What follows belongs to an exercise in optimizing a design on an open flow for small area and a short achievable clock period; a production flow would make more cautious choices. In this exercise RTL edits were held to simulation tests only and were not proved equivalent to the original. The clock input has no modelled driver; a real chip could not lean on it and would need a root buffer or a full tree. Power figures rest on the tool's default switching activity, not on a simulated workload.

==> job 255 <==
==> flow/design.v <==
module top #(parameter clock_frequency = 100000000 )(
	input clk,
	input reset,
	input [31:0]baud_rate,
	input [7:0]data_in,
	input input_valid,
	output [7:0]data_out,
	output finished
	);
localparam [27:0] L_FULL = clock_frequency;
localparam [27:0] L_HALF = clock_frequency / 2;
localparam [3:0] S_PAUSE = 4'd10,
                 S_P9 = 4'd5,
                 S_P10 = 4'd11,
                 S_G2 = 4'd7,
                 S_IDLE = 4'd15,
                 S_ST = 4'd14;
reg [25:0] b;         
reg [26:0] acc;
reg [3:0] state;
reg [7:0] data;
reg par;              
reg fin;
wire [27:0] sum;
wire [27:0] cy;
assign cy[0] = 1'b0;
genvar i;
generate for (i = 0; i < 27; i = i + 1) begin : add
	wire bi = (i < 26) ? b[i] : 1'b0;
	assign sum[i] = acc[i] ^ bi ^ cy[i];
	assign cy[i+1] = (acc[i] & bi) | (acc[i] & cy[i]) | (bi & cy[i]);
end endgenerate
assign sum[27] = cy[27];
wire [28:0] gtf, gth;
assign gtf[0] = 1'b0;
assign gth[0] = 1'b0;
generate for (i = 0; i < 28; i = i + 1) begin : cmp
	assign gtf[i+1] = L_FULL[i] ? (sum[i] & gtf[i]) : (sum[i] | gtf[i]);
	assign gth[i+1] = L_HALF[i] ? (sum[i] & gth[i]) : (sum[i] | gth[i]);
end endgenerate
wire half = (data[7] & (state == S_P9)) | (state == S_G2);
wire last = half ? gth[28] : gtf[28];
wire done = last & ((state == S_G2) | (~data[7] & (state == S_P10)));
wire ready = (state == S_IDLE) | done;
wire force_ = (state == S_PAUSE) | (state == S_IDLE) | (state == S_ST);
wire adv = last | (state == S_ST) | ((state == S_PAUSE) & (par | ~data[7]));
always @(posedge clk) begin
	b <= baud_rate[25:0];
	acc <= (force_ | last) ? {1'b0, b} : sum[26:0];
	par <= ready ? 1'b0 : ~par;
	if (ready)
		data <= data_in;
	if (reset) begin
		state <= S_IDLE;
		fin <= 1'b0;
	end else begin
		fin <= (state == S_P9) & last;
		if (ready)
			state <= input_valid ? S_ST : S_IDLE;
		else if (adv)
			state <= {state[2:0], state[3] ^ state[2]};
	end
end
assign data_out = data;
assign finished = fin;
endmodule
==> flow/flow/run.sh <==
#!/bin/bash
# Layout: the standard ORFS flow (standard.sh) with these changes.
#      * Yosys's synth skips its quick intermediate "abc -fast" (-noabc), so
#        the full-adder extraction sees the ripple-carry adder as written;
#      * the final ABC mapping uses flow/abc_area.script (area-oriented
#        mapping) instead of ORFS's speed script.
#  - The port buffers are the smallest buffer cell (buf_1).
#  - The clock tree is one level of clock buffers built by flow/clkbuf.tcl
#    before the CTS step (see that file).
# All tool output goes to standard.log in this folder.
set -euo pipefail
W=$PWD
sed "s#log_cmd abc {\*}\$abc_args#log_cmd abc {*}[lreplace \$abc_args 1 1 $W/flow/abc_area.script]#" \
  "$FLOW_HOME/scripts/synth.tcl" > flow_synth_main.tcl
grep -q "abc_area.script" flow_synth_main.tcl
sed -e 's/yosys synth -nofsm -noshare /yosys synth -nofsm -noshare -noabc /' \
    -e "s#source \$::env(SCRIPTS_DIR)/synth.tcl#source $W/flow_synth_main.tcl#" \
    synth_recipe.tcl > flow_synth.tcl
grep -q -- '-noabc' flow_synth.tcl
grep -q "flow_synth_main.tcl" flow_synth.tcl
sed "s#SYNTH_SCRIPT=[^ ]*#SYNTH_SCRIPT=$W/flow_synth.tcl#" standard.sh > flow_standard.sh
grep -q "SYNTH_SCRIPT=$W/flow_synth.tcl" flow_standard.sh
export BUFFER_PORTS_ARGS="-buffer_cell sky130_fd_sc_hd__buf_1"
export PRE_CTS_TCL="$W/flow/clkbuf.tcl"
export CLKBUF_N=2
export CLKBUF_CELL=sky130_fd_sc_hd__clkbuf_16
bash flow_standard.sh > standard.log 2>&1
==> flow/flow/abc_area.script <==
strash
dch
map -a
topo
stime -c
==> flow/flow/clkbuf.tcl <==
# Clock distribution (runs before ORFS's CTS step, PRE_CTS_TCL).
# The flip-flops are split into CLKBUF_N groups by recursive bisection of
# their placement; each group is driven by one clock buffer (CLKBUF_CELL) at
# the group's centre, and the clock port feeds only these buffers, all of one
# type, so every register sees the same one-buffer clock path. TritonCTS is
# then skipped for this design.
set nbuf [expr {[info exists ::env(CLKBUF_N)] ? $::env(CLKBUF_N) : 2}]
set cell [expr {[info exists ::env(CLKBUF_CELL)] ? $::env(CLKBUF_CELL) : "sky130_fd_sc_hd__clkbuf_16"}]
set block [ord::get_db_block]
set clk_net [$block findNet clk]
set master [[ord::get_db] findMaster $cell]

set sinks {}
foreach it [$clk_net getITerms] {
  set loc [[$it getInst] getLocation]
  lappend sinks [list [lindex $loc 0] [lindex $loc 1] $it]
}

proc split_groups {items n} {
  if {$n <= 1 || [llength $items] < 2} { return [list $items] }
  set xs [lmap s $items {lindex $s 0}]
  set ys [lmap s $items {lindex $s 1}]
  set dx [expr {[tcl::mathfunc::max {*}$xs] - [tcl::mathfunc::min {*}$xs]}]
  set dy [expr {[tcl::mathfunc::max {*}$ys] - [tcl::mathfunc::min {*}$ys]}]
  set key [expr {$dx >= $dy ? 0 : 1}]
  set sorted [lsort -integer -index $key $items]
  set n1 [expr {$n / 2}]
  set cut [expr {([llength $sorted] * $n1) / $n}]
  return [concat [split_groups [lrange $sorted 0 [expr {$cut - 1}]] $n1] \
                 [split_groups [lrange $sorted $cut end] [expr {$n - $n1}]]]
}

set g 0
foreach grp [split_groups $sinks $nbuf] {
  set inst [odb::dbInst_create $block $master clkbuf_root_$g]
  set net [odb::dbNet_create $block clk_root_$g]
  $net setSigType CLOCK
  set sx 0; set sy 0
  foreach s $grp {
    set sx [expr {$sx + [lindex $s 0]}]; set sy [expr {$sy + [lindex $s 1]}]
    set it [lindex $s 2]
    $it disconnect
    $it connect $net
  }
  [$inst findITerm A] connect $clk_net
  [$inst findITerm X] connect $net
  $inst setLocation [expr {$sx / [llength $grp]}] [expr {$sy / [llength $grp]}]
  $inst setPlacementStatus PLACED
  puts "clkbuf.tcl: $cell clkbuf_root_$g drives [llength $grp] clock pins"
  incr g
}
global_connect

# the clock tree is built; leave ORFS's CTS step without TritonCTS
rename clock_tree_synthesis _tritoncts_unused
proc clock_tree_synthesis {args} { puts "clkbuf.tcl: clock tree built by hand, TritonCTS not run" }
==> flow/standard.sh <==
#!/bin/bash
# synth_recipe.tcl (not shown) runs the flow's synth.tcl, then flattens the netlist and writes it again
# the make line also repeats each setting of config.mk as NAME=value (left out here)
make -C /OpenROAD-flow-scripts/flow DESIGN_CONFIG=/design/flow/config.mk WORK_HOME=/design/flow/orfs CLKGATE_MAP_FILE= SYNTH_SCRIPT=/design/flow/synth_recipe.tcl "${@:-finish}"
==> flow/config.mk <==
export PLATFORM = sky130hd
export DESIGN_NAME = top
export DESIGN_NICKNAME = top
export VERILOG_FILES = /design/flow/design.v
export SDC_FILE = /design/flow/constraint.sdc
export NUM_CORES = 4
export LEC_CHECK = 0
export CAP_MARGIN = 20
export CORE_MARGIN = 2
export CORE_UTILIZATION = 40
export SLEW_MARGIN = 20
==> flow/constraint.sdc <==
create_clock -name core_clock -period 90.0 [get_ports {clk}]
set_input_delay 18.0000 -clock core_clock [delete_from_list [all_inputs] [get_ports {clk}]]
set_output_delay 18.0000 -clock core_clock [all_outputs]
set_load 0.01 [all_outputs]
==> job 7519: changes against job 255 <==
--- a/flow/design.v
+++ b/flow/design.v
@@ -11,8 +11,4 @@
 localparam [27:0] L_HALF = clock_frequency / 2;
-localparam [3:0] S_PAUSE = 4'd10,
-                 S_P9 = 4'd5,
-                 S_P10 = 4'd11,
-                 S_G2 = 4'd7,
-                 S_IDLE = 4'd15,
-                 S_ST = 4'd14;
+localparam [3:0] S_P8 = 4'd8, S_P9 = 4'd9, S_P10 = 4'd10, S_G2 = 4'd11,
+                 S_PAUSE = 4'd12, S_IDLE = 4'd13, S_ST1 = 4'd14, S_ST2 = 4'd15;
 reg [25:0] b;         
@@ -30,3 +26,3 @@
 	assign sum[i] = acc[i] ^ bi ^ cy[i];
-	assign cy[i+1] = (acc[i] & bi) | (acc[i] & cy[i]) | (bi & cy[i]);
+	assign cy[i+1] = (acc[i] & bi) | (cy[i] & (acc[i] ^ bi));
 end endgenerate
@@ -42,6 +38,4 @@
 wire last = half ? gth[28] : gtf[28];
-wire done = last & ((state == S_G2) | (~data[7] & (state == S_P10)));
-wire ready = (state == S_IDLE) | done;
-wire force_ = (state == S_PAUSE) | (state == S_IDLE) | (state == S_ST);
-wire adv = last | (state == S_ST) | ((state == S_PAUSE) & (par | ~data[7]));
+wire ready = (state == S_IDLE) | ((state == S_P10) & last);
+wire force_ = (state == S_PAUSE) | (state == S_IDLE) | (state == S_ST1) | (state == S_ST2);
 always @(posedge clk) begin
@@ -50,3 +44,3 @@
 	par <= ready ? 1'b0 : ~par;
-	if (ready)
+	if (ready & input_valid)
 		data <= data_in;
@@ -57,6 +51,13 @@
 		fin <= (state == S_P9) & last;
-		if (ready)
-			state <= input_valid ? S_ST : S_IDLE;
-		else if (adv)
-			state <= {state[2:0], state[3] ^ state[2]};
+		case (state)
+		S_IDLE: if (input_valid) state <= S_ST1;
+		S_ST1: state <= S_ST2;
+		S_ST2: state <= 4'd0;
+		S_PAUSE: state <= S_P9;
+		S_P8: if (last) state <= (data[7] & ~par) ? S_PAUSE : S_P9;
+		S_P9: if (last) state <= data[7] ? S_G2 : S_P10;
+		S_G2: if (last) state <= S_P10;
+		S_P10: if (last) state <= input_valid ? S_ST1 : S_IDLE;
+		default: if (last) state <= state + 4'd1;
+		endcase
 	end
==> flow/run.sh (new file) <==
#!/bin/bash
# synth_recipe.tcl (not shown) runs the flow's synth.tcl, then flattens the netlist and writes it again
# the make line also repeats each setting of config.mk as NAME=value (left out here)
make -C /OpenROAD-flow-scripts/flow DESIGN_CONFIG=/design/flow/config.mk WORK_HOME=/design/flow/orfs CLKGATE_MAP_FILE= SYNTH_SCRIPT=/design/flow/synth_recipe.tcl finish
removed: flow/flow/run.sh
removed: flow/flow/abc_area.script
removed: flow/flow/clkbuf.tcl
removed: flow/standard.sh
==> notes.md <==
Against job 7519, the worst setup slack of job 255 is higher by 0.54 ns.
Against job 7519, the power of job 255 is lower by about 15%.
In job 7519 the die area is larger than in job 255, by 13%.
Critical path depth is the same in job 7519 and job 255.
Against job 255, the hold slack of job 7519 is better by 0.014 ns.
Between job 7519 and job 255, the lower maximum frequency is in job 7519 (gap about 2.8%, measured against job 255).
Of job 255 and job 7519, job 7519 has the higher global-route usage (gap 1.2 points).
Between job 7519 and job 255, the lower routed wire length is in job 255 (gap about 11%, measured against job 255).
In job 255 the design's own scripts or RTL, not TritonCTS, make the clock network.

[afterwards: timing with drivers on the ports]
In the flow no input, the clock included, has a driving cell. The finished layouts below were timed again as built, in two steps. Step 1 assumes that a clkbuf_16 drives the clock port and a buf_2 every other input. Step 2 moves the port delays by t, midway between the first and last clock arrival at a register: inputs arrive t later, outputs are due t later. That takes back most of the time a late clock gives input paths. Three values: no drivers, after step 1, after step 2; two values: the first two.
run | t (ns) | setup slack, ns | worst setup path after step 2 | clock arrival spread, ns | cell pins on the clock port's net
job 255 | 0.218 | 71.235 / 71.189 / 71.407 | register to output | 0.014 / 0.015 | 2
job 7519 | 0.367 | 70.696 / 70.666 / 70.569 | input to register | 0.014 / 0.015 | 1
After both steps setup and hold are still met in every run listed. For job 7519, which loses most, drivers alone change the setup slack by -0.030 ns; drivers and shift together by -0.127 ns.
